Source: an optimization exercise on an open RTL-to-GDS flow (aim: small area). Production flows keep margins and buffers that such runs may drop.
The RTL was checked by simulation tests, not by an equivalence proof against the original design.
The clock port is modelled as an ideal driver; clocking choices that lean on that would not hold on a real chip.
Power figures rest on the tool's default switching activity, not on a simulated workload.

==> flow/design.v <==
module my_fifo #(
                   parameter DATA_W           = 128      ,         
                   parameter DEPTH            = 10      ,         
                   parameter UPP_TH           = 4      ,         
                   parameter LOW_TH           = 2                
                )
                (
                   input                   clk         ,         
                   input                   rstn        ,         
                   input                   i_wren      ,         
                   input  [DATA_W - 1 : 0] i_wrdata    ,         
                   output                  o_alm_full  ,         
                   output                  o_full      ,         
                   input                   i_rden      ,         
                   output [DATA_W - 1 : 0] o_rddata    ,         
                   output                  o_alm_empty ,         
                   output                  o_empty               
                );
localparam CW = $clog2(DEPTH + 1);                
logic [CW - 1 : 0] dcount_rg ;                    
logic [DEPTH - 1 : 0] pol_rg ;                    
wire full_s  = (dcount_rg == DEPTH);
wire empty_s = (dcount_rg == 0);
wire wren_s  = i_wren & ~full_s;
wire rden_s  = i_rden & ~empty_s;
logic [DEPTH : 0] cnt_is_s;                       
always_comb
   for (int j = 0; j <= DEPTH; j++) cnt_is_s[j] = (dcount_rg == j);
logic [DEPTH - 1 : 0] ld_s;                       
logic [DEPTH - 1 : 0] sh_s;                       
logic [DEPTH - 1 : 0] hd_s;                       
always_comb begin
   for (int i = 0; i < DEPTH; i++) begin
      ld_s[i] = wren_s & (rden_s ? cnt_is_s[i + 1] : cnt_is_s[i]);
      sh_s[i] = (i < DEPTH - 1) ? rden_s & ~ld_s[i] : 1'b0;
      hd_s[i] = ~(ld_s[i] | sh_s[i]);
   end
end
always @ (posedge clk) begin
   if (!rstn) begin
      dcount_rg <= 0;
   end
   else begin
      if (wren_s && !rden_s)      dcount_rg <= dcount_rg + 1'b1;
      else if (!wren_s && rden_s) dcount_rg <= dcount_rg - 1'b1;
   end
end
always @ (posedge clk)
   for (int i = 0; i < DEPTH; i++)
      pol_rg[i] <= ld_s[i] | (sh_s[i] ? ~pol_rg[(i < DEPTH - 1) ? i + 1 : i] : ~pol_rg[i]);
genvar g, b;
generate
   for (g = 0; g < DEPTH; g++) begin : g_word
      logic [DATA_W - 1 : 0] data_rg;
      logic [DATA_W - 1 : 0] next_s;
      always @ (posedge clk)
         data_rg <= next_s;
   end
   for (g = 0; g < DEPTH - 1; g++) begin : g_mid
      for (b = 0; b < DATA_W; b++) begin : g_bit
         my_fifo_aoi222 u_next (.a({g_word[g].data_rg[b], g_word[g + 1].data_rg[b], i_wrdata[b]}),
                                .s({hd_s[g], sh_s[g], ld_s[g]}), .y(g_word[g].next_s[b]));
      end
   end
endgenerate
my_fifo_oai22 #(.W(DATA_W)) u_last (.a(i_wrdata), .an(~ld_s[DEPTH - 1]), .b(g_word[DEPTH - 1].data_rg),
                                    .bn(ld_s[DEPTH - 1]), .y(g_word[DEPTH - 1].next_s));
assign o_full      = full_s;
assign o_empty     = empty_s;
assign o_alm_full  = (dcount_rg > UPP_TH);
assign o_alm_empty = (dcount_rg < LOW_TH);
my_fifo_xor #(.W(DATA_W)) u_out (.a(g_word[0].data_rg), .s(pol_rg[0]), .y(o_rddata));
endmodule
module my_fifo_aoi222 (input [2 : 0] a, input [2 : 0] s, output y);
   assign y = ~((a[0] & s[0]) | (a[1] & s[1]) | (a[2] & s[2]));
endmodule
module my_fifo_oai22 #(parameter W = 1) (input [W - 1 : 0] a, input an, input [W - 1 : 0] b, input bn, output [W - 1 : 0] y);
   assign y = ~((a | {W{an}}) & (b | {W{bn}}));
endmodule
module my_fifo_xor #(parameter W = 1) (input [W - 1 : 0] a, input s, output [W - 1 : 0] y);
   assign y = a ^ {W{s}};
endmodule
clock: 5.0 ns
lec_check: 0
cap_margin: 20
core_margin: 2
core_utilization: 40
slew_margin: 20
synth_hierarchical: 1
standard.sh (not shown) runs the stock make flow with config.mk's settings and CLKGATE_MAP_FILE= SYNTH_SCRIPT=/design/flow/synth_recipe.tcl, a recipe that flattens the netlist after the stock synthesis.
==> flow/flow/run.sh <==
#!/bin/bash
# The standard layout (standard.sh) with three changes:
#  - each port is buffered by the smallest buffer (buf_1) instead of the cell buffer_ports picks;
#  - clock tree synthesis builds the tree from buf_12 cells, clusters of at most 28 sinks
#    within 100 um, and no dummy loads;
#  - after clock tree synthesis, flow/downsize.tcl gives each upsized non-clock cell the smallest
#    drive strength that keeps slew, capacitance and timing within margins (area recovery).
# ORFS writes each step's full log under orfs/logs/; make's own output goes to standard.log.
set -euo pipefail
export BUFFER_PORTS_ARGS="-buffer_cell sky130_fd_sc_hd__buf_1"
export CTS_ARGS="-sink_clustering_enable -repair_clock_nets -dont_use_dummy_load -buf_list sky130_fd_sc_hd__buf_12 -sink_clustering_size 28 -sink_clustering_max_diameter 100"
export POST_CTS_TCL="$PWD/flow/downsize.tcl"
bash standard.sh > standard.log 2>&1
Other scripts of this flow, unchanged in this note and not shown: flow/flow/downsize.tcl
Change:
--- a/flow/flow/run.sh
+++ b/flow/flow/run.sh
@@ -3,3 +3,3 @@
 #  - each port is buffered by the smallest buffer (buf_1) instead of the cell buffer_ports picks;
-#  - clock tree synthesis builds the tree from buf_12 cells, clusters of at most 28 sinks
+#  - clock tree synthesis builds the tree from buf_12 cells, clusters of at most 26 sinks
 #    within 100 um, and no dummy loads;
@@ -10,3 +10,3 @@
 export BUFFER_PORTS_ARGS="-buffer_cell sky130_fd_sc_hd__buf_1"
-export CTS_ARGS="-sink_clustering_enable -repair_clock_nets -dont_use_dummy_load -buf_list sky130_fd_sc_hd__buf_12 -sink_clustering_size 28 -sink_clustering_max_diameter 100"
+export CTS_ARGS="-sink_clustering_enable -repair_clock_nets -dont_use_dummy_load -buf_list sky130_fd_sc_hd__buf_12 -sink_clustering_size 26 -sink_clustering_max_diameter 100"
 export POST_CTS_TCL="$PWD/flow/downsize.tcl"
Via count barely changes. Clock skew grows by 22 ps. Clock power rises by about 3%. Power stays flat. Core utilization is about the same.

========
## rev 12
my_fifo, a different RTL version from the one above (not shown whole).
Size: about 1,300 flip-flops, about 260 I/O pins, about 41,000 sq um of cells after synthesis.
Settings: LEC_CHECK=0, CAP_MARGIN=20, CORE_MARGIN=2, CORE_UTILIZATION=40, CTS_BUF_LIST=sky130_fd_sc_hd__clkbuf_16, CTS_CLUSTER_DIAMETER=100, CTS_CLUSTER_SIZE=28, SLEW_MARGIN=20, SYNTH_HIERARCHICAL=1; clock period 5.0 ns.
==> flow/flow/run.sh <==
#!/bin/bash
set -euo pipefail
export BUFFER_PORTS_ARGS="-buffer_cell sky130_fd_sc_hd__buf_1"
export CTS_ARGS="-sink_clustering_enable -repair_clock_nets -dont_use_dummy_load -buf_list sky130_fd_sc_hd__clkbuf_16 -sink_clustering_size 28 -sink_clustering_max_diameter 100"
export POST_CTS_TCL="$PWD/flow/downsize.tcl"
bash standard.sh > standard.log 2>&1
==> flow/flow/downsize.tcl <==
# Area recovery after CTS: give each upsized non-clock cell the smallest drive strength of its
# kind that keeps every max-slew and max-capacitance check at least 20% below its limit (the
# margin ORFS's own repair aims for), setup slack at least 0.3 ns and hold slack at least 0.
# Placement-estimated parasitics; the repair after global routing fixes what the estimate missed.
estimate_parasitics -placement
proc ds_ok {} {
  if {[sta::max_slew_check_slack_limit] < min(0.2, $::ds_slew0)} { return 0 }
  if {[sta::max_capacitance_check_slack_limit] < min(0.2, $::ds_cap0)} { return 0 }
  if {[sta::worst_slack_cmd max] < min(0.3e-9, $::ds_setup0)} { return 0 }
  if {[sta::worst_slack_cmd min] < min(0.0, $::ds_hold0)} { return 0 }
  return 1
}
set ::ds_slew0 [sta::max_slew_check_slack_limit]
set ::ds_cap0 [sta::max_capacitance_check_slack_limit]
set ::ds_setup0 [sta::worst_slack_cmd max]
set ::ds_hold0 [sta::worst_slack_cmd min]
puts "downsize: before: slew slack/limit $::ds_slew0, capacitance slack/limit $::ds_cap0, setup slack $::ds_setup0, hold slack $::ds_hold0"
set ds_saved 0.0
set ds_before [ds_ok]
puts "downsize: design ok before: $ds_before"
foreach inst [get_cells *] {
  set ref [get_property $inst ref_name]
  if {![regexp {^(sky130_fd_sc_hd__[a-z0-9]+)_([0-9]+)$} $ref -> base sz]} { continue }
  if {$sz <= 1} { continue }
  if {[regexp {__(clk|df|edf|sdf|dl|tap|fill|decap|conb|diode)} $base]} { continue }
  set dbi [[ord::get_db_block] findInst [get_full_name $inst]]
  if {[$dbi isFixed]} { continue }
  set cur [[$dbi getMaster] getName]
  set a0 [expr {[[$dbi getMaster] getWidth] * [[$dbi getMaster] getHeight] / 1e6}]
  foreach s {0 1 2 3 4 6 8 12} {
    if {$s >= $sz} { break }
    set cand ${base}_$s
    set m [[ord::get_db] findMaster $cand]
    if {$m eq "NULL" || $m eq ""} { continue }
    if {[llength [get_lib_cells -quiet */$cand]] == 0} { continue }
    set lc [get_lib_cells */$cand]
    if {[get_property $lc dont_use]} { continue }
    replace_cell $inst $cand
    if {[ds_ok]} {
      set a1 [expr {[$m getWidth] * [$m getHeight] / 1e6}]
      set ds_saved [expr {$ds_saved + $a0 - $a1}]
      break
    }
    replace_cell $inst $cur
  }
}
puts "downsize: saved $ds_saved um2"
detailed_placement
check_placement
Rev 12 went all the way through the flow, and no timing, DRC or antenna check failed.
The inputs of rev 13 differ from those of rev 12 as listed below.
Settings: CTS_CLUSTER_SIZE removed (was 28); CTS_BUF_LIST removed (was sky130_fd_sc_hd__clkbuf_16); CTS_CLUSTER_DIAMETER removed (was 100).
==> flow/flow/run.sh <==
#!/bin/bash
# The standard layout (standard.sh) with three changes:
#  - each port is buffered by the smallest buffer (buf_1) instead of the cell buffer_ports picks;
#  - clock tree synthesis builds the tree from buf_12 cells, clusters of at most 26 sinks
#    within 100 um, and no dummy loads;
#  - after clock tree synthesis, flow/downsize.tcl gives each upsized non-clock cell the smallest
#    drive strength that keeps slew, capacitance and timing within margins (area recovery).
# ORFS writes each step's full log under orfs/logs/; make's own output goes to standard.log.
set -euo pipefail
export BUFFER_PORTS_ARGS="-buffer_cell sky130_fd_sc_hd__buf_1"
export CTS_ARGS="-sink_clustering_enable -repair_clock_nets -dont_use_dummy_load -buf_list sky130_fd_sc_hd__buf_12 -sink_clustering_size 26 -sink_clustering_max_diameter 100"
export POST_CTS_TCL="$PWD/flow/downsize.tcl"
bash standard.sh > standard.log 2>&1
diff --git a/flow/flow/downsize.tcl b/flow/flow/downsize.tcl
--- a/flow/flow/downsize.tcl
+++ b/flow/flow/downsize.tcl
@@ -3,3 +3,4 @@
 # margin ORFS's own repair aims for), setup slack at least 0.3 ns and hold slack at least 0.
-# Placement-estimated parasitics; the repair after global routing fixes what the estimate missed.
+# Cells on clock nets are left alone. Placement-estimated parasitics; the repair after global
+# routing fixes what the estimate missed.
 estimate_parasitics -placement
@@ -27,2 +28,8 @@
   if {[$dbi isFixed]} { continue }
+  set on_clock 0
+  foreach it [$dbi getITerms] {
+    set n [$it getNet]
+    if {$n ne "NULL" && $n ne "" && [$n getSigType] eq "CLOCK"} { set on_clock 1 }
+  }
+  if {$on_clock} { continue }
   set cur [[$dbi getMaster] getName]
Results
Rev 13 completed; timing, DRC and antenna clean. Rev 12: full flow OK, the timing, DRC and antenna checks passed. Comparing rev 13 against rev 12, there is no change at all in number of clock sinks. Rev 12 → rev 13: flip-flop and latch share of the layout cell area went up 0.24 points, global-route usage held, routed wire length held, initial standard-cell utilization of the core held. In rev 13 relative to rev 12, leakage dissipation had gone down slightly. Rev 13 vs rev 12: final worst-path setup slack up in rev 13.

-- port drivers added, routing unchanged --
The flow's constraints put no driver on any port. The routed layouts listed below were extracted and timed again, unchanged, in two steps.
Step 1 (the two cells are an assumption about what drives the block):
set clk [get_ports {clk}]
set_driving_cell -lib_cell sky130_fd_sc_hd__clkbuf_16 $clk
set_driving_cell -lib_cell sky130_fd_sc_hd__buf_2 [delete_from_list [all_inputs] $clk]
Step 2 also shifts input and output timing later by t, the mid clock arrival at the registers, as if the neighbouring blocks saw the same clock.
Three values: ideal ports, drivers, drivers and shift; two values: the first two.
run | t (ns) | slack for setup (ns) | worst data-port slew with drivers (ns)
the first run of note 1 | 0.667 | 0.520 / 0.520 / 0.008 | 0.13
the second run of note 1 | 0.662 | 0.563 / 0.563 / 0.073 | 0.12
rev 12 | 0.708 | 0.466 / 0.466 / 0.466 | 0.12
rev 13 | 0.663 | 0.490 / 0.490 / 0.490 | 0.15
After both steps every run listed still meets setup and hold. The setup slack of the first run of note 1, which loses most, moves by 0.000 ns with the drivers and by -0.512 ns with both steps.
